This design comes from an exercise in tuning for small area and a short achievable clock period on the open sky130 flow, not from production work. Where RTL was checked, it was by simulation tests only, not by an equivalence proof against the original. The clock port is modelled as an ideal driver, which makes a skipped or thinned clock tree look cheaper than it is; a real chip needs a root buffer or a tree. No activity file was given, so power comes from the tool's default toggle rates.

==> inputs of trial 96 <==
// alu_top
module alu_top (
    input             clk,
    input      [7:0]  a,
    input      [7:0]  b,
    input      [3:0]  command,
    input             en,
    output reg [15:0] out
);
    reg  [7:0]  a_q, b_q;
    reg  [3:0]  command_q;
    reg         en_q;
    wire [15:0] alu_out;
    always @(posedge clk) begin
        a_q       <= a;
        b_q       <= b;
        command_q <= command;
        en_q      <= en;
        out       <= alu_out;
    end
    alu u_alu (.a(a_q), .b(b_q), .command(command_q), .en(en_q), .out(alu_out));
endmodule
Settings: LEC_CHECK=0, ABC_AREA=1, CAP_MARGIN=20, CORE_MARGIN=2, CORE_UTILIZATION=40, GPL_TIMING_DRIVEN=0, SLEW_MARGIN=20; clock period 25.0 ns.
standard.sh (not shown) runs the stock make flow with config.mk's settings and CLKGATE_MAP_FILE= SYNTH_SCRIPT=/design/flow/synth_recipe.tcl, a recipe that flattens the netlist after the stock synthesis.
==> flow/flow/run.sh <==
#!/bin/bash
# Standard layout with these changes:
#  - synthesis: no full/half-adder cell extraction (ADDER_MAP_FILE empty), so ABC maps all logic,
#    and ABC's area script is flow/abc_area.script (a copy of ORFS's scripts folder with that
#    one file replaced is used for the synthesis step only);
#  - port buffers chosen in flow/ports.tcl instead of the default (DONT_BUFFER_PORTS=1 stops the
#    flow's own call; ports.tcl runs just before it, at the start of global placement);
#  - after the placement resize step, flip-flops with large fanout get the x4 drive, and gates
#    on paths slower than TARGET_NS are sized up (flow/post_resize.tcl);
#  - clock tree: no dummy loads, and the root buffer removed so that the leaf buffers hang
#    from the clock port (flow/post_cts.tcl).
# make's output goes to make_*.log here; ORFS writes each tool's log under orfs/logs/.
set -euo pipefail
export CLK_LEAF_CELL=sky130_fd_sc_hd__clkbuf_8
here=$(pwd)
export UPSIZE_FLOP_FANOUT=${UPSIZE_FLOP_FANOUT:-8}
# setup slack that the post-placement sizing aims for: the clock period less TARGET_NS
TARGET_NS=5.3
export REPAIR_SETUP_MARGIN=$(python3 -c "print(round($FLOW_PERIOD_NS - $TARGET_NS, 3))")
rm -rf "$here/synth_scripts"
cp -r "$FLOW_HOME/scripts" "$here/synth_scripts"
cp "$here/flow/abc_area.script" "$here/synth_scripts/abc_area.script"
bash standard.sh ADDER_MAP_FILE= SCRIPTS_DIR="$here/synth_scripts" synth > make_synth.log 2>&1
CTS="-root_buf sky130_fd_sc_hd__clkbuf_16 -buf_list sky130_fd_sc_hd__clkbuf_16 -sink_clustering_enable -sink_clustering_size 60 -sink_clustering_max_diameter 1000 -dont_use_dummy_load -repair_clock_nets"
bash standard.sh ADDER_MAP_FILE= DONT_BUFFER_PORTS=1 PRE_GLOBAL_PLACE_TCL="$here/flow/ports.tcl" \
  POST_RESIZE_TCL="$here/flow/post_resize.tcl" "CTS_ARGS=$CTS" POST_CTS_TCL="$here/flow/post_cts.tcl" finish > make_finish.log 2>&1
==> flow/flow/abc_area.script <==
strash
dc2
balance
rewrite
refactor
balance
rewrite
rewrite -z
balance
refactor -z
rewrite -z
balance
&get -n
&deepsyn -T 20
&put
dch
map -B 0.9
strash
dch
map -B 0.9
topo
stime -c
buffer -c
upsize -c
dnsize -c
==> flow/flow/post_cts.tcl <==
set block [ord::get_db_block]
set root [$block findInst clkbuf_0_clk]
if {$root eq "NULL" || $root eq ""} { error "post_cts: no root buffer clkbuf_0_clk" }
set rootnet [[$root findITerm X] getNet]
set clknet [[$root findITerm A] getNet]
set leaves {}
foreach it [$rootnet getITerms] {
  if {[$it isOutputSignal]} { continue }
  set inst [$it getInst]
  if {![string match "sky130_fd_sc_hd__clkbuf_*" [[$inst getMaster] getName]]} {
    error "post_cts: the root buffer drives [$inst getName], not only leaf buffers"
  }
  lappend leaves $it
}
if {[llength $leaves] > 4} { error "post_cts: [llength $leaves] leaf buffers, more than the port may drive" }
foreach it $leaves {
  $it disconnect
  $it connect $clknet
}
[$root findITerm A] disconnect
[$root findITerm X] disconnect
odb::dbInst_destroy $root
odb::dbNet_destroy $rootnet
if {[info exists ::env(CLK_LEAF_CELL)] && $::env(CLK_LEAF_CELL) ne ""} {
  foreach it $leaves { replace_cell [[$it getInst] getName] $::env(CLK_LEAF_CELL) }
}
puts "post_cts: [llength $leaves] leaf buffers now driven from the clock port"
detailed_placement
check_placement -verbose
estimate_parasitics -placement
report_clock_latency
Other scripts of this flow, unchanged in this note and not shown: flow/flow/ports.tcl, flow/flow/post_resize.tcl, flow/flow/upsize_flops.tcl
==> inputs of build 7, as changes to trial 96 <==
--- a/flow/flow/run.sh
+++ b/flow/flow/run.sh
@@ -9,7 +9,5 @@
 #    on paths slower than TARGET_NS are sized up (flow/post_resize.tcl);
-#  - clock tree: no dummy loads, and the root buffer removed so that the leaf buffers hang
-#    from the clock port (flow/post_cts.tcl).
+#  - clock tree: one level of buffers, no dummy loads.
 # make's output goes to make_*.log here; ORFS writes each tool's log under orfs/logs/.
 set -euo pipefail
-export CLK_LEAF_CELL=sky130_fd_sc_hd__clkbuf_8
 here=$(pwd)
@@ -17,3 +15,3 @@
 # setup slack that the post-placement sizing aims for: the clock period less TARGET_NS
-TARGET_NS=5.3
+TARGET_NS=5.1
 export REPAIR_SETUP_MARGIN=$(python3 -c "print(round($FLOW_PERIOD_NS - $TARGET_NS, 3))")
@@ -25,2 +23,2 @@
 bash standard.sh ADDER_MAP_FILE= DONT_BUFFER_PORTS=1 PRE_GLOBAL_PLACE_TCL="$here/flow/ports.tcl" \
-  POST_RESIZE_TCL="$here/flow/post_resize.tcl" "CTS_ARGS=$CTS" POST_CTS_TCL="$here/flow/post_cts.tcl" finish > make_finish.log 2>&1
+  POST_RESIZE_TCL="$here/flow/post_resize.tcl" "CTS_ARGS=$CTS" finish > make_finish.log 2>&1
==> flow/flow/abc_area.script (replaced) <==
strash
dc2
balance
rewrite
refactor
balance
rewrite
rewrite -z
balance
refactor -z
rewrite -z
balance
dch
map -B 0.9
strash
dch
map -B 0.9
topo
stime -c
dnsize -c
removed: flow/flow/post_cts.tcl
==> qor summary <==
Status: trial 96 timing/DRC/antenna clean; build 7 timing/DRC/antenna clean
Post-synthesis compound-gate area fraction: trial 96 19.8%; build 7 21.2%
Endpoint of the lowest-slack register-to-register path: trial 96 out[0]$_SDFF_PN0_; build 7 out[1]$_SDFF_PN0_
Buffer count excluding the clock tree in the final layout: trial 96 62; build 7 37
Total global-route track usage: trial 96 23.7%; build 7 24.5%
Via count normalized by instance count: trial 96 5.38; build 7 5.29
Met3 layer usage reported by global route: trial 96 4.07%; build 7 5.89%
Cell Count Post-Placement: trial 96 1038; build 7 1065
Initial Utilization: trial 96 41.4%; build 7 41.1%
Cell Count, Final, Fillers Out: trial 96 1042; build 7 1070
Final weighted congestion in routability-driven placement: trial 96 0.979; build 7 0.948
Total area of multi-input combinational cells: trial 96 3480 µm²; build 7 3710 µm²
Remaining max-slew budget at the tightest pin: trial 96 43.6%; build 7 38.2%
Register Area: trial 96 741 µm²; build 7 805 µm²
Areal power density over the cells: trial 96 48.3 nW/µm²; build 7 49.7 nW/µm²
Total combinational power: trial 96 0.000154 W; build 7 0.000137 W
R2R setup slack: trial 96 19870 ps; build 7 19480 ps
Flip-flop and latch power: trial 96 0.0000663 W; build 7 0.0000720 W
Switching share of power: trial 96 46.2%; build 7 44.8%
Metal1 wirelength: trial 96 6.88 mm; build 7 6.83 mm
Share of the synthesized area in the top cell type: trial 96 21.5%; build 7 27.0%
Pin count of the biggest net entering global routing: trial 96 13; build 7 22
Power dissipated in the clock network: trial 96 0.0000292 W; build 7 0.0000590 W
Fraction of layout cells with a size suffix above 1: trial 96 8.68%; build 7 11.4%

* * *

==> inputs of run C <==
alu_top, a different RTL version from the one above (not shown whole).
clock: 25.0 ns
lec_check: 0
abc_area: 1
cap_margin: 20
core_margin: 2
core_utilization: 40
gpl_timing_driven: 0
slew_margin: 20
==> flow/flow/run.sh <==
#!/bin/bash
# Standard layout with these changes:
#  - synthesis without full/half-adder cell extraction (ADDER_MAP_FILE empty), so ABC maps all logic;
#  - port buffers chosen in flow/ports.tcl instead of the default (DONT_BUFFER_PORTS=1 stops the
#    flow's own call; ports.tcl runs just before it, at the start of global placement);
#  - after the placement resize step, flip-flops with large fanout get the x4 drive.
# make's output goes to make_*.log here; ORFS writes each tool's log under orfs/logs/.
set -euo pipefail
here=$(pwd)
export UPSIZE_FLOP_FANOUT=${UPSIZE_FLOP_FANOUT:-8}
bash standard.sh ADDER_MAP_FILE= synth > make_synth.log 2>&1
bash standard.sh ADDER_MAP_FILE= DONT_BUFFER_PORTS=1 PRE_GLOBAL_PLACE_TCL=$here/flow/ports.tcl \
  POST_RESIZE_TCL=$here/flow/upsize_flops.tcl finish > make_finish.log 2>&1
==> flow/flow/ports.tcl <==
# Port buffers: the smallest buffer on inputs (they have most of the cycle to spare) and a
# faster one on outputs. Every input and output port still gets its own buffer.
buffer_ports -inputs -buffer_cell sky130_fd_sc_hd__buf_1
buffer_ports -outputs -buffer_cell sky130_fd_sc_hd__buf_2
==> flow/flow/upsize_flops.tcl <==
# Flip-flops whose output drives many pins get a stronger drive (same function, same name).
set n 0
foreach inst [get_cells *] {
  set ref [get_property $inst ref_name]
  if {$ref ne "sky130_fd_sc_hd__dfxtp_1"} { continue }
  set q [get_pins -of_objects $inst -filter "direction == output"]
  set loads [llength [get_pins -of_objects [get_nets -of_objects $q] -filter "direction == input"]]
  if {$loads >= $::env(UPSIZE_FLOP_FANOUT)} {
    replace_cell $inst sky130_fd_sc_hd__dfxtp_4
    incr n
  }
}
puts "upsize_flops: $n flip-flops resized"
==> run Z (differences from run C) <==
--- a/flow/design.v
+++ b/flow/design.v
@@ -373,75 +373,87 @@
 wire r253 = (s251 & a[2]) | (s252 & d244);
 wire r254 = (s251 & r222) | (s252 & d245);
 wire r255 = (s251 & r223) | (s252 & d246);
 wire r256 = (s251 & r224) | (s252 & d247);
 wire r257 = (s251 & r225) | (s252 & d248);
 wire r258 = (s251 & r226) | (s252 & d249);
-wire e259 = a[1] ~^ b[0];
-wire e260 = r253 ~^ b[1];
-wire e261 = r254 ~^ b[2];
-wire e262 = r255 ~^ b[3];
-wire e263 = r256 ~^ b[4];
-wire e264 = r257 ~^ b[5];
-wire e265 = r258 ~^ b[6];
-wire E266 = e260 & e259;
-wire V267 = e260 ? a[1] : r253;
-wire E268 = e261 & E266;
-wire V269 = e261 ? V267 : r254;
-wire E270 = e262 & E268;
-wire V271 = e262 ? V269 : r255;
-wire E272 = e263 & E270;
-wire V273 = e263 ? V271 : r256;
-wire E274 = e264 & E272;
-wire V275 = e264 ? V273 : r257;
-wire E276 = e265 & E274;
-wire V277 = e265 ? V275 : r258;
-wire ge278 = E276 | V277;
-wire d279 = ~e259;
-wire d280 = e260 ^ (e259 | a[1]);
-wire d281 = e261 ^ (E266 | V267);
-wire d282 = e262 ^ (E268 | V269);
-wire d283 = e263 ^ (E270 | V271);
-wire d284 = e264 ^ (E272 | V273);
-wire d285 = e265 ^ (E274 | V275);
-wire c286 = ge278 & (b <= 8'd127);
-wire q1 = c286;
-wire s287 = ~c286;
-wire s288 = c286;
-wire r289 = (s287 & a[1]) | (s288 & d279);
-wire r290 = (s287 & r253) | (s288 & d280);
-wire r291 = (s287 & r254) | (s288 & d281);
-wire r292 = (s287 & r255) | (s288 & d282);
-wire r293 = (s287 & r256) | (s288 & d283);
-wire r294 = (s287 & r257) | (s288 & d284);
-wire r295 = (s287 & r258) | (s288 & d285);
-wire e296 = a[0] ~^ b[0];
-wire e297 = r289 ~^ b[1];
-wire e298 = r290 ~^ b[2];
-wire e299 = r291 ~^ b[3];
-wire e300 = r292 ~^ b[4];
-wire e301 = r293 ~^ b[5];
-wire e302 = r294 ~^ b[6];
-wire e303 = r295 ~^ b[7];
-wire E304 = e297 & e296;
-wire V305 = e297 ? a[0] : r289;
-wire E306 = e298 & E304;
-wire V307 = e298 ? V305 : r290;
-wire E308 = e299 & E306;
-wire V309 = e299 ? V307 : r291;
-wire E310 = e300 & E308;
-wire V311 = e300 ? V309 : r292;
-wire E312 = e301 & E310;
-wire V313 = e301 ? V311 : r293;
-wire E314 = e302 & E312;
-wire V315 = e302 ? V313 : r294;
-wire E316 = e303 & E314;
-wire V317 = e303 ? V315 : r295;
-wire ge318 = E316 | V317;
-wire c319 = ge318;
-wire q0 = c319;
+wire e259 = a[0] ~^ b[0];
+wire e260 = a[1] ~^ b[1];
+wire e261 = r253 ~^ b[2];
+wire e262 = r254 ~^ b[3];
+wire e263 = r255 ~^ b[4];
+wire e264 = r256 ~^ b[5];
+wire e265 = r257 ~^ b[6];
+wire e266 = r258 ~^ b[7];
+wire E267 = e260 & e259;
+wire V268 = e260 ? a[0] : a[1];
+wire E269 = e261 & E267;
+wire V270 = e261 ? V268 : r253;
+wire E271 = e262 & E269;
+wire V272 = e262 ? V270 : r254;
+wire E273 = e263 & E271;
+wire V274 = e263 ? V272 : r255;
+wire E275 = e264 & E273;
+wire V276 = e264 ? V274 : r256;
+wire E277 = e265 & E275;
+wire V278 = e265 ? V276 : r257;
+wire E279 = e266 & E277;
+wire V280 = e266 ? V278 : r258;
+wire ge281 = E279 | V280;
+wire c282 = ge281;
+wire e283 = ~a[0];
+wire e284 = a[1] ~^ b[0];
+wire e285 = r253 ~^ b[1];
+wire e286 = r254 ~^ b[2];
+wire e287 = r255 ~^ b[3];
+wire e288 = r256 ~^ b[4];
+wire e289 = r257 ~^ b[5];
+wire e290 = r258 ~^ b[6];
+wire E291 = e284 & e283;
+wire V292 = e284 ? a[0] : a[1];
+wire E293 = e285 & E291;
+wire V294 = e285 ? V292 : r253;
+wire E295 = e286 & E293;
+wire V296 = e286 ? V294 : r254;
+wire E297 = e287 & E295;
+wire V298 = e287 ? V296 : r255;
+wire E299 = e288 & E297;
+wire V300 = e288 ? V298 : r256;
+wire E301 = e289 & E299;
+wire V302 = e289 ? V300 : r257;
+wire E303 = e290 & E301;
+wire V304 = e290 ? V302 : r258;
+wire ge305 = E303 | V304;
+wire c306 = ge305 & (b <= 8'd127);
+wire [10:0] b3 = 3 * {3'b0, b};
+wire e307 = a[0] ~^ b3[0];
+wire e308 = a[1] ~^ b3[1];
+wire e309 = r253 ~^ b3[2];
+wire e310 = r254 ~^ b3[3];
+wire e311 = r255 ~^ b3[4];
+wire e312 = r256 ~^ b3[5];
+wire e313 = r257 ~^ b3[6];
+wire e314 = r258 ~^ b3[7];
+wire E315 = e308 & e307;
+wire V316 = e308 ? a[0] : a[1];
+wire E317 = e309 & E315;
+wire V318 = e309 ? V316 : r253;
+wire E319 = e310 & E317;
+wire V320 = e310 ? V318 : r254;
+wire E321 = e311 & E319;
+wire V322 = e311 ? V320 : r255;
+wire E323 = e312 & E321;
+wire V324 = e312 ? V322 : r256;
+wire E325 = e313 & E323;
+wire V326 = e313 ? V324 : r257;
+wire E327 = e314 & E325;
+wire V328 = e314 ? V326 : r258;
+wire ge329 = E327 | V328;
+wire c330 = ge329 & (b <= 8'd85);
+wire q1 = c306;
+wire q0 = (c306 ? c330 : c282);
 wire [15:0] r_div = {8'd0, {q7,q6,q5,q4,q3,q2,q1,q0} & {8{bnz}}};
 reg [15:0] o;
 always @(*) begin
 	case (command)
 	4'd0, 4'd1, 4'd2, 4'd3: o = r_arith;
 	4'd4: o = r_mul;
==> flow/flow/run.sh (replaced) <==
#!/bin/bash
# Standard layout with these changes:
#  - synthesis: no full/half-adder cell extraction (ADDER_MAP_FILE empty), so ABC maps all logic,
#    and ABC's area script is flow/abc_area.script (a copy of ORFS's scripts folder with that
#    one file replaced is used for the synthesis step only);
#  - port buffers chosen in flow/ports.tcl instead of the default (DONT_BUFFER_PORTS=1 stops the
#    flow's own call; ports.tcl runs just before it, at the start of global placement);
#  - after the placement resize step, flip-flops with large fanout get the x4 drive;
#  - clock tree: one level of buffers, no dummy loads.
# make's output goes to make_*.log here; ORFS writes each tool's log under orfs/logs/.
set -euo pipefail
here=$(pwd)
export UPSIZE_FLOP_FANOUT=${UPSIZE_FLOP_FANOUT:-8}
rm -rf "$here/synth_scripts"
cp -r "$FLOW_HOME/scripts" "$here/synth_scripts"
cp "$here/flow/abc_area.script" "$here/synth_scripts/abc_area.script"
bash standard.sh ADDER_MAP_FILE= SCRIPTS_DIR="$here/synth_scripts" synth > make_synth.log 2>&1
CTS="-root_buf sky130_fd_sc_hd__clkbuf_8 -buf_list sky130_fd_sc_hd__clkbuf_8 -sink_clustering_enable -sink_clustering_size 60 -sink_clustering_max_diameter 1000 -dont_use_dummy_load -repair_clock_nets"
bash standard.sh ADDER_MAP_FILE= DONT_BUFFER_PORTS=1 PRE_GLOBAL_PLACE_TCL="$here/flow/ports.tcl" \
  POST_RESIZE_TCL="$here/flow/upsize_flops.tcl" "CTS_ARGS=$CTS" finish > make_finish.log 2>&1
==> flow/flow/abc_area.script (new file) <==
strash
dc2
balance
rewrite
refactor
balance
rewrite
rewrite -z
balance
refactor -z
rewrite -z
balance
dch
map -B 0.9
strash
dch
map -B 0.9
topo
stime -c
buffer -c
upsize -c
dnsize -c
--- a/flow/config.mk
+++ b/flow/config.mk
@@ -5,9 +5,9 @@
 export SDC_FILE = /design/flow/constraint.sdc
 export NUM_CORES = 4
 export LEC_CHECK = 0
 export ABC_AREA = 1
 export CAP_MARGIN = 20
 export CORE_MARGIN = 2
-export CORE_UTILIZATION = 40
+export CORE_UTILIZATION = 60
 export GPL_TIMING_DRIVEN = 0
 export SLEW_MARGIN = 20
==> run A (differences from run C) <==
==> flow/flow/run.sh (replaced) <==
#!/bin/bash
# Standard layout with two changes:
#  - synthesis without full/half-adder cell extraction (ADDER_MAP_FILE empty), so ABC maps all logic;
#  - after the placement resize step, flip-flops with large fanout get the x4 drive.
# make's output goes to make_*.log here; ORFS writes each tool's log under orfs/logs/.
set -euo pipefail
here=$(pwd)
export UPSIZE_FLOP_FANOUT=${UPSIZE_FLOP_FANOUT:-8}
bash standard.sh ADDER_MAP_FILE= synth > make_synth.log 2>&1
bash standard.sh ADDER_MAP_FILE= POST_RESIZE_TCL=$here/flow/upsize_flops.tcl finish > make_finish.log 2>&1
removed: flow/flow/ports.tcl
==> qor summary <==
Hold Path Depth: run Z 1; run C 2; run A 2
Met3 routed wirelength: run Z 1.96 mm; run C 1.32 mm; run A 1.35 mm
R2R depth: run Z 54; run C 67; run A 68
Placer congestion estimate: run Z 1.02; run C 0.953; run A 0.956
Crit path top cell by count: run Z -; run C sky130_fd_sc_hd__nand2_1; run A sky130_fd_sc_hd__nand2_1
Transition time of the tightest slew-check pin: run Z 1.04 ns; run C 0.828 ns; run A 0.806 ns
Total wire length: run Z 16.7 mm; run C 16.8 mm; run A 16.9 mm
Post-synthesis compound-gate area fraction: run Z 0.192; run C 0.168; run A 0.168
Maximum number of pins on one net before global-route repair: run Z 12; run C 14; run A 14
Die extent in x: run Z 96.1 um; run C 119 um; run A 119 um
CP required: run Z 20.00 ns; run C 25.24 ns; run A 25.24 ns
Static Leakage: run Z 2.83 nW; run C 3.06 nW; run A 3.09 nW
Register-to-register setup slack: run Z 19.37 ns; run C 18.56 ns; run A 18.54 ns
Run status: run Z timing/DRC/antenna clean; run C timing/DRC/antenna clean; run A timing/DRC/antenna clean
Power dissipated in sequential cells: run Z 0.0661 mW; run C 0.0662 mW; run A 0.0664 mW
Type of destination of the critical path: run Z primary output; run C register; run A register
Critical path's largest stage delay: run Z 0.32 ns; run C 0.42 ns; run A 0.54 ns
Endpoint of the worst hold path: run Z out[13]$_SDFF_PN0_; run C out[8]$_SDFF_PN0_; run A out[8]$_SDFF_PN0_
Global-route wire length before repair: run Z 26.4 mm; run C 27.1 mm; run A 28.0 mm
Cell variety after synth: run Z 47; run C 44; run A 44
Period Utilization, post-route: run Z 0.229; run C 0.258; run A 0.258
The RTL of run C and run A was laid out without a check of its function.

-- separate check: timing with driven ports --
No port has a modelled driver above. Below, the same layouts with a new extraction and two added sets of constraints. Step 1 (the two cells are an assumption about what drives the block):
set clk [get_ports {clk}]
set_driving_cell -lib_cell sky130_fd_sc_hd__clkbuf_16 $clk
set_driving_cell -lib_cell sky130_fd_sc_hd__buf_2 [delete_from_list [all_inputs] $clk]
Step 2 also shifts input and output timing later by t, the mid clock arrival at the registers, as if the neighbouring blocks saw the same clock. Three values: no drivers, after step 1, after step 2; two values: the first two.
run | shift t [ns] | slack for setup (ns) | clock arrival spread, ns | worst register clock-pin slew, ns | worst data-port slew with drivers (ns)
trial 96 | 0.194 | 19.432 / 19.368 / 19.562 | 0.010 / 0.011 | 0.07 / 0.07 | 0.03
build 7 | 0.328 | 19.274 / 19.235 / 19.483 | 0.010 / 0.010 | 0.06 / 0.06 | 0.03
run C | 0.341 | 18.559 / 18.559 / 18.559 | 0.011 / 0.012 | 0.07 / 0.07 | 0.03
run Z | 0.324 | 19.268 / 19.235 / 19.370 | 0.009 / 0.010 | 0.08 / 0.08 | 0.03
run A | 0.337 | 18.544 / 18.544 / 18.544 | 0.015 / 0.015 | 0.07 / 0.07 | 0.04
After both steps every run listed still meets setup and hold.
